Source: an optimization exercise on an open RTL-to-GDS flow (aim: small area and a short achievable clock period). Production flows keep margins and buffers that such runs may drop. RTL that was checked went through simulation tests only; none was proved equivalent to the original. For run 3, only the layout was checked, not whether the RTL still works.

==> flow/design.v, too long to show whole: its modules and the start of the top module <==
// module fp_add: 86 lines
// module fp_unpack: 26 lines
// module fp_mulr: 38 lines
// module mul18: 1648 lines
// module fa_cell: 6 lines
// module mlt_cplx: 28 lines
module mlt_cplx(in1, in2, op, clock);
  // ...
==> flow/flow/run.sh <==
#!/bin/bash
# Layout flow for this design.
#  1. Synthesis: the standard flow's own synthesis script (ORFS synth.tcl, hierarchical
#     as set in config.mk), changed so that only the full adders of the
#     multiplier arrays (module fa_cell) are mapped to adder cells; the rest
#     of the logic, except the multiplier arrays (module mul18), is
#     flattened just before ABC, which maps it with flow/abc.script.
#     Yosys's early "abc -fast" pass is skipped so that the adders stay as
#     written.  Registers are untouched, so they keep
#     the names and cell types of the standard synthesis.
#  2. Floorplan to finish: the standard steps (standard.sh).
# Each tool's output goes to a log file of its own in this folder.
set -o pipefail
W=$(pwd)
S=$FLOW_HOME/scripts

# synthesis script
sed -e "s|^source \$::env(SCRIPTS_DIR)/synth_preamble.tcl\$|&\nset abc_args [list -script $W/flow/abc.script {*}\$lib_args {*}\$lib_dont_use_args -constr \$::env(OBJECTS_DIR)/abc.constr]|" \
    -e "s|^\(  *\)extract_fa {\*}\[dont_use_extract_fa_args\]\$|\1extract_fa {*}[dont_use_extract_fa_args] fa_cell|" \
    -e "s|^\(  *\)log_cmd abc {\*}\$abc_args\$|\1setattr -mod -unset keep_hierarchy\n\1setattr -mod -set keep_hierarchy 1 mul18\n\1flatten\n\1hierarchy -top \$::env(DESIGN_NAME)\n\1opt_clean -purge\n&|" \
    $S/synth.tcl > my_synth.tcl
sed -e "s|yosys synth -nofsm -noshare|yosys synth -nofsm -noshare -noabc|" \
    -e "s|^source \$::env(SCRIPTS_DIR)/synth.tcl\$|source $W/my_synth.tcl|" \
    synth_recipe.tcl > my_synth_recipe.tcl
diff $S/synth.tcl my_synth.tcl > my_synth.diff
diff synth_recipe.tcl my_synth_recipe.tcl > my_synth_recipe.diff

# the standard make command, for the synthesis target with the script above
MK=$(grep '^make ' standard.sh | sed -e "s|SYNTH_SCRIPT=[^ ]*|SYNTH_SCRIPT=$W/my_synth_recipe.tcl|" -e 's|"\${@:-finish}"|synth|')
eval "$MK" > synth.log 2>&1 || exit 1

# floorplan to finish: port buffers of plain buffers, and the timing repair
# aiming for extra setup slack (the clock and constraints are unchanged)
export BUFFER_PORTS_ARGS="-buffer_cell sky130_fd_sc_hd__buf_4"
export SETUP_SLACK_MARGIN=$(cat flow/margin.txt)
bash standard.sh > standard.log 2>&1
==> flow/flow/abc.script <==
strash
dch
map -B 0.9
topo
stime -c
buffer -c
upsize -c
dnsize -c
==> flow/flow/margin.txt <==
17
==> flow/standard.sh <==
#!/bin/bash
# synth_recipe.tcl (not shown) runs the flow's synth.tcl, then flattens the netlist and writes it again
# the make line also repeats each setting of config.mk as NAME=value (left out here)
make -C /OpenROAD-flow-scripts/flow DESIGN_CONFIG=/design/flow/config.mk WORK_HOME=/design/flow/orfs CLKGATE_MAP_FILE= SYNTH_SCRIPT=/design/flow/synth_recipe.tcl "${@:-finish}"
==> flow/config.mk <==
export PLATFORM = sky130hd
export DESIGN_NAME = mlt_cplx
export DESIGN_NICKNAME = mlt_cplx
export VERILOG_FILES = /design/flow/design.v
export SDC_FILE = /design/flow/constraint.sdc
export NUM_CORES = 8
export LEC_CHECK = 0
export CAP_MARGIN = 20
export CORE_MARGIN = 2
export CORE_UTILIZATION = 40
export SLEW_MARGIN = 20
export SYNTH_HIERARCHICAL = 1
==> flow/constraint.sdc <==
create_clock -name core_clock -period 35.0 [get_ports {clock}]
set_input_delay 7.0000 -clock core_clock [delete_from_list [all_inputs] [get_ports {clock}]]
set_output_delay 7.0000 -clock core_clock [all_outputs]
set_load 0.01 [all_outputs]
==> impl_results.md, run 1 <==
* Status: finished clean
* Fraction of area in registers at 2.75%
* Hold Crit Start: in2[23]
* Gr busiest metal: met2
* Final Max Tran Viols at 0
* Routed via count at 67370
* Drt wl/cell at 19.3 um
* Worst slack, placed at 15.71 ns
* Fraction of area in multi-input gates at 82.2%
* Post-DRT Antenna Nets at 0
* Gr usage total at 28.0%
* Post-CTS setup-driven buffer insertion count at 7
* Final non-filler cell total at 12379
* Sequential cell area at 1920 um^2
* First-pass GRT wire length at 372 mm
* Total CTS buffers at 9
* Most frequent CP cell: nand2_1
* Taps Inserted at 2175
* Avg Inst Size Synth at 6.36 um^2
* Area after DPL at 68500 um^2
* Hold crit path type: input pin to flop
* Clk tree area frac at 0.426%
* Initial Util at 40.2%
* Slew @ Worst Pin at 1.15 ns
* Seq_cells at 96
==> run 2: changes to the inputs <==
--- a/flow/flow/run.sh
+++ b/flow/flow/run.sh
@@ -17,7 +17,7 @@
 # synthesis script
 sed -e "s|^source \$::env(SCRIPTS_DIR)/synth_preamble.tcl\$|&\nset abc_args [list -script $W/flow/abc.script {*}\$lib_args {*}\$lib_dont_use_args -constr \$::env(OBJECTS_DIR)/abc.constr]|" \
     -e "s|^\(  *\)extract_fa {\*}\[dont_use_extract_fa_args\]\$|\1extract_fa {*}[dont_use_extract_fa_args] fa_cell|" \
-    -e "s|^\(  *\)log_cmd abc {\*}\$abc_args\$|\1setattr -mod -unset keep_hierarchy\n\1setattr -mod -set keep_hierarchy 1 mul18\n\1flatten\n\1hierarchy -top \$::env(DESIGN_NAME)\n\1opt_clean -purge\n&|" \
+    -e "s|^\(  *\)log_cmd abc {\*}\$abc_args\$|\1setattr -mod -unset keep_hierarchy\n\1setattr -mod -set keep_hierarchy 1 mul18 fp_unpack\n\1flatten\n\1hierarchy -top \$::env(DESIGN_NAME)\n\1opt_clean -purge\n&|" \
     $S/synth.tcl > my_synth.tcl
 sed -e "s|yosys synth -nofsm -noshare|yosys synth -nofsm -noshare -noabc|" \
     -e "s|^source \$::env(SCRIPTS_DIR)/synth.tcl\$|source $W/my_synth.tcl|" \
==> run 2 against run 1 <==
Still clean. Die area hardly changed. Area after synthesis hardly changed. Via count is 2.0% higher. Largest cell class unchanged.
==> impl_results.md, run 2 <==
* Vias per inst at 5.42 (was 5.44)
* Routability cong. at 0.964 (was 1.02)
* Final Max Tran Viols at 0 (unchanged)
* Maximum number of pins on one net before global-route repair at 76 (was 74)
* Synthesis-to-layout area growth at 11.6% (was 6.91%)
* Initial Util at 40.3% (was 40.2%)
* Grt ovf at 0 (unchanged)
* Clock-pin slew on the worst setup and hold paths at 0.07 ns (about the same)
* Most frequent cells in the layout: nand2_1 (3667), inv_1 (1157), fa_1 (1071) (was nand2_1 (3617), inv_1 (1177), fa_1 (1088))
* Crit-path max cell delay at 0.61 ns (was 0.54 ns)
* Fmax at 57.5 MHz (was 57.9 MHz)
* Slew @ Worst Pin at 1.36 ns (was 1.15 ns)
* Port buffer count at 144 (unchanged)
* Commonest non-fill, non-tap cell in the layout: nand2_1 (unchanged)
* RSZ-0062 raised after global routing: yes (was no)
* Core area at 163000 um^2 (unchanged)
* Gr usage total at 27.1% (was 28.0%)
* CTS Root Cell: clkbuf_16 (unchanged)
* Most frequent CP cell: nand2_1 (unchanged)
* Row count at 148 (unchanged)
* DRT Pass-1 Iters at 9 (was 6)
* Final setup vio count at 0 (unchanged)
* Post-DRT Antenna Nets at 0 (unchanged)
* CP startpoint: in1[2] (was in1[25])
* Max-slew headroom at 8.71% (was 23.5%)
* Crit Path Class: input pin to flop (unchanged)
* WP data arrival at 17.67 ns (was 17.54 ns)
* Max cap viols at 0 (unchanged)
* Total CTS buffers at 9 (unchanged)
* Worst setup path endpoint: p_ii[16] (was p_rr[11])
* Startpoint Class: input pin (unchanged)
* CP max-delay cell: fa_1 (unchanged)
* Post-Syn Instances at 10349 (was 10283)
* Drt wl/cell at 19.5 um (was 19.3 um)
* Die Y at 409 um (was 408 um)
* Detail Placement HPWL at 180 mm (was 187 mm)
* Fillers at 17025 (was 17281)
* Initial antenna violation count at 4 (was 6)
* Ys Warns at 11 (unchanged)
* H-tree Lvls at 3 (unchanged)
* CP Data Required Time at 35.27 ns (was 35.28 ns)
* Clk buf depth at 2 (unchanged)
* Hold_buf cts at 0 (unchanged)
* CTS tree: done (unchanged)
* NumNets Final at 11665 (was 11382)
* Multi-input logic area at 58000 um^2 (was 57500 um^2)
* Tcrit/Tclk final at 49.7% (was 49.3%)
* Clk sinks at 96 (unchanged)
* Status: finished clean (unchanged)
* Ratio of cells with drive above 1 in the final layout at 13.0% (was 9.50%)
* Iteration-0 DRC Markers at 6135 (was 5866)
* Final Critical Period at 17.40 ns (was 17.26 ns)
* Avg Inst Size Synth at 6.32 um^2 (was 6.36 um^2)
* Synthesized area at 65500 um^2 (was 65400 um^2)
* Vias in the first global route at 65750 (was 66192)
* Worst-path maximum fanout at 21 (was 38)
* DRC violations left at 0 (unchanged)
* Hold crit path type: input pin to flop (unchanged)
* Sequential cell area at 1920 um^2 (unchanged)
* Worst setup EP type: flop (unchanged)
* Area of the die at 167000 um^2 (about the same)
* Total wire length at 247 mm (was 239 mm)
* Routed via count at 68699 (was 67370)
* Final setup TNS at 0 ns (unchanged)
* First-pass GRT wire length at 363 mm (was 372 mm)
* Final Hold Viols at 0 (unchanged)
* Die Width at 409 um (was 408 um)
* Io pins at 145 (unchanged)
run 2: cell count changes in the layout (fill, tap and decap cells not counted), moves of 32 or more:
cell	change
inv_2	+35
o21ai_0	-72
nand2_1	+50
buf_12	+32
nand3_1	+123
nand2_2	+64
nor2_1	-70
buf_4	+154
run 2: worst min path at each step:
stage | end | depth (start not counted) | slack, ns | from
2_1_floorplan | p_ii[23] | 2 | 7.15 | in2[23]
3_3_place_gp | p_ri[23] | 3 | 7.33 | in2[23]
3_5_place_dp | p_ri[23] | 3 | 7.32 | in2[23]
4_1_cts | p_ri[23] | 3 | 6.94 | in2[23]
5_1_grt | p_ri[23] | 3 | 6.97 | in2[23]
6_report | p_ri[23] | 3 | 6.96 | in2[23]
run 2: timing repair:
action	in CTS	in global routing
hold endpoints to repair	0	0
resized for setup	62	420
endpoints found under the setup margin	92	92
pin swaps	10	97
setup buffers	34	204
gates cloned	3	54
run 2: stage by stage:
step / std cells / util, % / hold slack (ns) / cell area (um^2) / setup slack, ns
floorplan: 10413 / - / 7.15 / 65700 / 18.35
global placement: 12349 / 41.9 / 7.33 / 68100 / 15.62
detailed placement: 12349 / 41.9 / 7.32 / 68100 / 15.49
CTS: 12402 / 42.4 / 6.94 / 68900 / 16.93
global route: 12662 / 44.9 / 6.97 / 73000 / 16.87
finish: 12666 / 44.9 / 6.96 / 73000 / 17.60
run 2: layout make-up:
cell class	count	area share, %
antenna	6	0.0206
clock buffer	11	0.346
clock inverter	5	0.0874
inverter	1322	6.93
multi-input combinational	8551	79.4
sequential	96	2.63
tap	2175	3.73
timing repair buffer	498	6.82
timing repair inverter	2	0.0137
run 2: per-layer routing:
| metal | vias to the layer above | track usage (%) | routed length, um |
|---|---|---|---|
| met5 | - | 0 | 8 |
| met4 | 2 | 8.11 | 10800 |
| met3 | 585 | 4.53 | 23300 |
| met2 | 2911 | 45.1 | 112000 |
| met1 | 32941 | 36.0 | 101000 |
| li1 | 32260 | - | - |
run 2: critical path: cells and delay by family:
| family | cells | cell delay (ns) |
|---|---|---|
| simple gates | 52 | 5.36 |
| fa+ha+maj | 6 | 3.03 |
| buf+inv | 10 | 1.37 |
| compound gates | 3 | 0.52 |
| mux | 2 | 0.37 |
==> module fp_unpack, before the edit <==
module fp_unpack(x, e, f, tz, c);
input  [23:0] x;
output [6:0]  e;
output [16:0] f;
output reg [4:0] tz;
output [2:0]  c;
wire [5:0]  ex = x[22:17];
wire [16:0] fx = x[16:0];
wire        en = |ex;
reg [4:0] lz;
integer k;
always @(*) begin
   lz = 5'd17;
   for (k = 0; k < 17; k = k + 1)
      if (fx[k]) lz = 17 - k;
end
wire [4:0]  sh = en ? 5'd0 : lz;
assign f = fx << sh;
assign e = en ? {1'b0, ex} : (7'd1 - {2'b00, lz});
always @(*) begin
   tz = 5'd17;
   for (k = 16; k >= 0; k = k - 1)
      if (f[k]) tz = k;
end
assign c = {(&ex) & (|fx), (&ex) & ~(|fx), ~en & ~(|fx)};
endmodule
==> module fp_mulr, before the edit <==
module fp_mulr(sa, ea, fa, ta, ca, sb, eb, fb, tb, cb, z);
input        sa, sb;
input [6:0]  ea, eb;
input [16:0] fa, fb;
input [4:0]  ta, tb;
input [2:0]  ca, cb;
output reg [23:0] z;
wire        sz = sa ^ sb;
wire [35:15] pn;
wire [35:15] p = ~pn;
mul18 u_mul (.a(fa), .b(fb), .pn(pn));
wire [7:0]  eb0 = {ea[6], ea} + {eb[6], eb} - 8'd31;
wire [7:0]  ebx = eb0 + 8'd1;
wire        nf  = ~eb0[7] & (eb0 != 8'd0);             
wire [7:0]  rr  = 8'd1 - eb0;
wire [4:0]  r   = nf ? 5'd0 : ((rr[7:5] != 3'd0) ? 5'd21 : (rr[4:0] > 5'd21 ? 5'd21 : rr[4:0]));
wire [5:0]  tzp = {1'b0, ta} + {1'b0, tb};
wire        st0 = tzp < ({1'b0, r} + 6'd16);
wire [20:0] w    = p[35:15] >> r;
wire        corr = w[20];
wire [17:0] sig  = corr ? w[20:3] : w[19:2];
wire        g    = corr ? w[2] : w[1];
wire        s    = st0 | (corr & w[1]);
wire        rup  = g & (s | sig[0]);
wire [7:0]  ee   = nf ? (corr ? ebx : eb0) : {7'd0, sig[17]};
wire [22:0] mag  = {ee[5:0], sig[16:0]} + {22'd0, rup};
wire        ovf  = (nf & ((ee[7:6] != 2'b00) | (&ee[5:0]))) | (&mag[22:17]);
always @(*) begin
   if (ca[2] || cb[2] || (ca[1] && cb[0]) || (cb[1] && ca[0]))
      z = 24'h7e0001;
   else if (ca[1] || cb[1] || ovf)
      z = {sz, 6'h3f, 17'd0};
   else if (ca[0] || cb[0])
      z = {sz, 23'd0};
   else
      z = {sz, mag};
end
endmodule
==> module mlt_cplx, before the edit <==
module mlt_cplx(in1, in2, op, clock);
input  [47:0] in1, in2;
input         clock;
output [47:0] op;
wire [6:0]  e_ar, e_ai, e_br, e_bi;
wire [16:0] f_ar, f_ai, f_br, f_bi;
wire [4:0]  t_ar, t_ai, t_br, t_bi;
wire [2:0]  c_ar, c_ai, c_br, c_bi;
fp_unpack u_ar (.x(in1[47:24]), .e(e_ar), .f(f_ar), .tz(t_ar), .c(c_ar));
fp_unpack u_ai (.x(in1[23:0]),  .e(e_ai), .f(f_ai), .tz(t_ai), .c(c_ai));
fp_unpack u_br (.x(in2[47:24]), .e(e_br), .f(f_br), .tz(t_br), .c(c_br));
fp_unpack u_bi (.x(in2[23:0]),  .e(e_bi), .f(f_bi), .tz(t_bi), .c(c_bi));
wire s_ar = in1[47], s_ai = in1[23], s_br = in2[47], s_bi = in2[23];
wire [23:0] rr, ii, ri, ir;
fp_mulr m1 (s_ar, e_ar, f_ar, t_ar, c_ar, s_br, e_br, f_br, t_br, c_br, rr);
fp_mulr m2 (s_ai, e_ai, f_ai, t_ai, c_ai, s_bi, e_bi, f_bi, t_bi, c_bi, ii);
fp_mulr m3 (s_ar, e_ar, f_ar, t_ar, c_ar, s_bi, e_bi, f_bi, t_bi, c_bi, ri);
fp_mulr m4 (s_ai, e_ai, f_ai, t_ai, c_ai, s_br, e_br, f_br, t_br, c_br, ir);
reg [23:0] p_rr, p_ii, p_ri, p_ir;
always @(posedge clock) begin
   p_rr <= rr;
   p_ii <= ii;
   p_ri <= ri;
   p_ir <= ir;
end
fp_add #(1) a_re (.a(p_rr), .b(p_ii), .z(op[47:24]));
fp_add #(0) a_im (.a(p_ri), .b(p_ir), .z(op[23:0]));
endmodule
==> run 3: changes to the inputs <==
--- a/flow/design.v
+++ b/flow/design.v
@@ -93,16 +93,43 @@
 wire [5:0]  ex = x[22:17];
 wire [16:0] fx = x[16:0];
 wire        en = |ex;
-reg [4:0] lz;
-integer k;
-always @(*) begin
-   lz = 5'd17;
-   for (k = 0; k < 17; k = k + 1)
-      if (fx[k]) lz = 17 - k;
-end
+wire [31:0] q = {fx, 15'h7fff};
+wire [15:0] z1;    
+wire [15:0] c1;
+genvar i;
+generate
+   for (i = 0; i < 16; i = i + 1) begin : l1
+      assign z1[i] = ~q[2*i+1] & ~q[2*i];
+      assign c1[i] = ~q[2*i+1];
+   end
+endgenerate
+wire [7:0] z2;  wire [15:0] c2;
+generate
+   for (i = 0; i < 8; i = i + 1) begin : l2
+      assign z2[i] = z1[2*i+1] & z1[2*i];
+      assign c2[2*i+1:2*i] = z1[2*i+1] ? {1'b1, c1[2*i]} : {1'b0, c1[2*i+1]};
+   end
+endgenerate
+wire [3:0] z3;  wire [11:0] c3;
+generate
+   for (i = 0; i < 4; i = i + 1) begin : l3
+      assign z3[i] = z2[2*i+1] & z2[2*i];
+      assign c3[3*i+2:3*i] = z2[2*i+1] ? {1'b1, c2[4*i+1:4*i]} : {1'b0, c2[4*i+3:4*i+2]};
+   end
+endgenerate
+wire [1:0] z4;  wire [7:0] c4;
+generate
+   for (i = 0; i < 2; i = i + 1) begin : l4
+      assign z4[i] = z3[2*i+1] & z3[2*i];
+      assign c4[4*i+3:4*i] = z3[2*i+1] ? {1'b1, c3[6*i+2:6*i]} : {1'b0, c3[6*i+5:6*i+3]};
+   end
+endgenerate
+wire [4:0] lz0 = z4[1] ? {1'b1, c4[3:0]} : {1'b0, c4[7:4]};
+wire [4:0] lz = lz0 + 5'd1;
 wire [4:0]  sh = en ? 5'd0 : lz;
 assign f = fx << sh;
 assign e = en ? {1'b0, ex} : (7'd1 - {2'b00, lz});
+integer k;
 always @(*) begin
    tz = 5'd17;
    for (k = 16; k >= 0; k = k - 1)
@@ -110,17 +137,17 @@
 end
 assign c = {(&ex) & (|fx), (&ex) & ~(|fx), ~en & ~(|fx)};
 endmodule
-module fp_mulr(sa, ea, fa, ta, ca, sb, eb, fb, tb, cb, z);
+module fp_mulr(sa, ea, fa, ta, ca, sb, eb, fb, tb, cb, u);
 input        sa, sb;
 input [6:0]  ea, eb;
 input [16:0] fa, fb;
 input [4:0]  ta, tb;
 input [2:0]  ca, cb;
-output reg [23:0] z;
+output [30:0] u;
 wire        sz = sa ^ sb;
 wire [35:15] pn;
-wire [35:15] p = ~pn;
 mul18 u_mul (.a(fa), .b(fb), .pn(pn));
+wire [35:15] p = ~pn;
 wire [7:0]  eb0 = {ea[6], ea} + {eb[6], eb} - 8'd31;
 wire [7:0]  ebx = eb0 + 8'd1;
 wire        nf  = ~eb0[7] & (eb0 != 8'd0);             
@@ -133,19 +160,32 @@
 wire [17:0] sig  = corr ? w[20:3] : w[19:2];
 wire        g    = corr ? w[2] : w[1];
 wire        s    = st0 | (corr & w[1]);
-wire        rup  = g & (s | sig[0]);
 wire [7:0]  ee   = nf ? (corr ? ebx : eb0) : {7'd0, sig[17]};
-wire [22:0] mag  = {ee[5:0], sig[16:0]} + {22'd0, rup};
-wire        ovf  = (nf & ((ee[7:6] != 2'b00) | (&ee[5:0]))) | (&mag[22:17]);
+wire        nan  = ca[2] | cb[2] | (ca[1] & cb[0]) | (cb[1] & ca[0]);
+wire        inf  = ca[1] | cb[1];
+wire        zero = ca[0] | cb[0];
+wire [1:0]  cls  = nan ? 2'd3 : inf ? 2'd2 : zero ? 2'd1 : 2'd0;
+assign u = {sz, cls, ee, sig, g, s};
+endmodule
+module fp_round(u, z);
+input  [30:0] u;
+output reg [23:0] z;
+wire        sz  = u[30];
+wire [1:0]  cls = u[29:28];
+wire [7:0]  ee  = u[27:20];
+wire [17:0] sig = u[19:2];
+wire        g   = u[1];
+wire        s   = u[0];
+wire        rup = g & (s | sig[0]);
+wire [22:0] mag = {ee[5:0], sig[16:0]} + {22'd0, rup};
+wire        ovf = (ee[7:6] != 2'b00) | (&ee[5:0]) | (&mag[22:17]);
 always @(*) begin
-   if (ca[2] || cb[2] || (ca[1] && cb[0]) || (cb[1] && ca[0]))
-      z = 24'h7e0001;
-   else if (ca[1] || cb[1] || ovf)
-      z = {sz, 6'h3f, 17'd0};
-   else if (ca[0] || cb[0])
-      z = {sz, 23'd0};
-   else
-      z = {sz, mag};
+   case (cls)
+      2'd3: z = 24'h7e0001;
+      2'd2: z = {sz, 6'h3f, 17'd0};
+      2'd1: z = {sz, 23'd0};
+      default: z = ovf ? {sz, 6'h3f, 17'd0} : {sz, mag};
+   endcase
 end
 endmodule
 module mul18(a, b, pn);
@@ -1815,18 +1855,23 @@
 fp_unpack u_br (.x(in2[47:24]), .e(e_br), .f(f_br), .tz(t_br), .c(c_br));
 fp_unpack u_bi (.x(in2[23:0]),  .e(e_bi), .f(f_bi), .tz(t_bi), .c(c_bi));
 wire s_ar = in1[47], s_ai = in1[23], s_br = in2[47], s_bi = in2[23];
-wire [23:0] rr, ii, ri, ir;
+wire [30:0] rr, ii, ri, ir;
 fp_mulr m1 (s_ar, e_ar, f_ar, t_ar, c_ar, s_br, e_br, f_br, t_br, c_br, rr);
 fp_mulr m2 (s_ai, e_ai, f_ai, t_ai, c_ai, s_bi, e_bi, f_bi, t_bi, c_bi, ii);
 fp_mulr m3 (s_ar, e_ar, f_ar, t_ar, c_ar, s_bi, e_bi, f_bi, t_bi, c_bi, ri);
 fp_mulr m4 (s_ai, e_ai, f_ai, t_ai, c_ai, s_br, e_br, f_br, t_br, c_br, ir);
-reg [23:0] p_rr, p_ii, p_ri, p_ir;
+reg [30:0] p_rr, p_ii, p_ri, p_ir;
 always @(posedge clock) begin
    p_rr <= rr;
    p_ii <= ii;
    p_ri <= ri;
    p_ir <= ir;
 end
-fp_add #(1) a_re (.a(p_rr), .b(p_ii), .z(op[47:24]));
-fp_add #(0) a_im (.a(p_ri), .b(p_ir), .z(op[23:0]));
+wire [23:0] q_rr, q_ii, q_ri, q_ir;
+fp_round r1 (.u(p_rr), .z(q_rr));
+fp_round r2 (.u(p_ii), .z(q_ii));
+fp_round r3 (.u(p_ri), .z(q_ri));
+fp_round r4 (.u(p_ir), .z(q_ir));
+fp_add #(1) a_re (.a(q_rr), .b(q_ii), .z(op[47:24]));
+fp_add #(0) a_im (.a(q_ri), .b(q_ir), .z(op[23:0]));
 endmodule
==> run 3 against run 2 <==
Wire length down 4.2%. Die area increased by 4.2%. Hold slack got worse by 0.11 ns. Worst setup slack better by 0.36 ns. Still clean on timing, DRC and antenna. Non-clock buffer count down 244. Design area down 1.6%. Maximum frequency up 2.1%. Via count up 0.19%. Global-route usage fell by 0.21 points.
==> impl_results.md, run 3 <==
* Total wire length at 237 mm (was 247 mm)
* H-tree Lvls at 4 (was 3)
* Max cap viols at 0 (unchanged)
* Global Route met1 Usage at 34.4% (was 36.0%)
* Grt met3 use at 3.08% (was 4.53%)
* Max-slew headroom at 25.3% (was 8.71%)
* NumNets Final at 11724 (was 11665)
* CTS Root Cell: clkbuf_16 (unchanged)
* Drt wl/cell at 18.5 um (was 19.5 um)
* Initial antenna violation count at 7 (was 4)
* Routed via count at 68827 (was 68699)
* Avg Inst Size Synth at 6.39 um^2 (was 6.32 um^2)
* Post-DRT Antenna Nets at 0 (unchanged)
* Met2 GRT Util at 46.0% (was 45.1%)
* Synthesized area at 68200 um^2 (was 65500 um^2)
* CP max-delay cell: nor3_4 (was fa_1)
* CP Data Required Time at 35.30 ns (was 35.27 ns)
* Final Hold Viols at 0 (unchanged)
* First-pass GRT wire length at 373 mm (was 363 mm)
* Final Critical Period at 17.04 ns (was 17.40 ns)
* Die Width at 417 um (was 409 um)
* Slew @ Worst Pin at 1.12 ns (was 1.36 ns)
* Ratio of cells with drive above 1 in the final layout at 9.65% (was 13.0%)
* Iteration-0 DRC Markers at 5603 (was 6135)
* Routability cong. at 0.986 (was 0.964)
* Detail Placement HPWL at 185 mm (was 180 mm)
* Startpoint Class: input pin (unchanged)
* CTS tree: done (unchanged)
* Crit Path Class: input pin to flop (unchanged)
* Gr busiest metal: met2 (unchanged)
* Crit-path max cell delay at 0.63 ns (was 0.61 ns)
* Io pins at 145 (unchanged)
* Area of the die at 174000 um^2 (was 167000 um^2)
* Vias in the first global route at 67527 (was 65750)
* Status: finished clean (unchanged)
* Fmax at 58.7 MHz (was 57.5 MHz)
* Ys Warns at 11 (unchanged)
* Worst setup EP type: flop (unchanged)
* Vias per inst at 5.39 (was 5.42)
* Core area at 169000 um^2 (was 163000 um^2)
* Hold_buf cts at 0 (unchanged)
* Final setup vio count at 0 (unchanged)
* Total CTS buffers at 17 (was 9)
* Commonest non-fill, non-tap cell in the layout: nand2_1 (unchanged)
* Initial Util at 40.3% (about the same)
* Most frequent CP cell: inv_1 (was nand2_1)
* RSZ-0062 raised after global routing: no (was yes)
* DRT Pass-1 Iters at 8 (was 9)
* WP data arrival at 17.34 ns (was 17.67 ns)
* Worst slack, placed at 17.26 ns (was 15.49 ns)
* Most frequent cells in the layout: nand2_1 (3986), inv_1 (1110), fa_1 (1088) (was nand2_1 (3667), inv_1 (1157), fa_1 (1071))
* Row count at 151 (was 148)
* Grt ovf at 0 (unchanged)
* Port buffer count at 144 (unchanged)
* Gr usage total at 26.9% (was 27.1%)
* Clock-pin slew on the worst setup and hold paths at 0.07 ns (about the same)
* Final Max Tran Viols at 0 (unchanged)
* Hold crit path type: input pin to flop (unchanged)
* Die Y at 417 um (was 409 um)
* DRC violations left at 0 (unchanged)
* Post-Syn Instances at 10681 (was 10349)
* Clk sinks at 120 (was 96)
* Maximum number of pins on one net before global-route repair at 86 (was 76)
* Final setup TNS at 0 ns (unchanged)
* Final setup margin at 17.96 ns (was 17.60 ns)
* Clk buf depth at 2 (unchanged)
* Worst-path maximum fanout at 35 (was 21)
* Tcrit/Tclk final at 48.7% (was 49.7%)
* Synthesis-to-layout area growth at 5.30% (was 11.6%)
## run 3: final cells by class
type	instances	area [um^2]
well taps	2218	2780
flip-flops and latches	120	2400
clock buffers	18	439
diodes	8	20.0
multi-input cells	8899	59400
fillers	17930	97600
clock inverters	14	151
repair buffers	254	1940
inverters	1247	4710
## run 3: timing repair
| item | CTS | global route |
|---|---|---|
| gates cloned | 1 | 3 |
| gates resized for setup | 0 | 38 |
| pin swaps | 0 | 5 |
| buffers inserted | 0 | 21 |
| setup endpoints to repair | 1 | 48 |
## run 3: critical path, delay by kind of cell
family | cells | cell delay, ns
simple gates | 21 | 4.15
fa+ha+maj | 6 | 2.99
compound gates | 5 | 0.52
buf+inv | 15 | 2.62
## run 3: layer usage
| metal | part of all wire, % | up-vias |
|---|---|---|
| met1 | 41 | 32947 |
| met2 | 48 | 2577 |
| li1 | - | 32839 |
| met3 | 6.7 | 462 |
| met5 | 0.0055 | - |
| met4 | 4.4 | 2 |
## run 3: final timing paths
| check | from | to | slack, ns | cells after the start |
|---|---|---|---|---|
| hold / removal | in1[23] | p_ir[30] | 6.85 | 2 |
| setup / recovery | in2[44] | p_rr[26] | 17.96 | 47 |
## run 3: through the flow
stage / cell area, um^2 / cells / utilization, % / hold slack, ns
finish: 71800 / 12778 / 42.4 / 6.85
global route: 71800 / 12775 / 42.4 / 6.84
CTS: 71400 / 12746 / 42.2 / 6.82
detailed placement: 70800 / 12713 / 41.8 / 7.29
global placement: 70800 / 12713 / 41.8 / 7.30
floorplan: 68500 / 10745 / - / 7.09

-- what the ideal ports hide --
No port has a modelled driver above. Below, the same layouts with a new extraction and two added sets of constraints.
Step 1 assumes that a clkbuf_16 drives the clock port and a buf_2 every other input.
Step 2 moves the port delays by t, midway between the first and last clock arrival at a register: inputs arrive t later, outputs are due t later. That takes back most of the time a late clock gives input paths.
Three values: no drivers, after step 1, after step 2; two values: the first two.
run	t (ns)	slack for setup (ns)	worst hold slack (ns)	worst slew at a driven data input, ns
run 1	0.425	17.740 / 17.752 / 17.327	6.990 / 6.964 / 7.389	0.12
run 2	0.423	17.600 / 17.637 / 17.214	6.960 / 6.925 / 7.348	0.19
run 3	0.478	17.963 / 17.941 / 17.516	6.850 / 6.817 / 7.295	0.19
After both steps setup and hold are still met in every run listed. The setup slack of run 3, which loses most, moves by -0.022 ns with the drivers and by -0.447 ns with both steps.
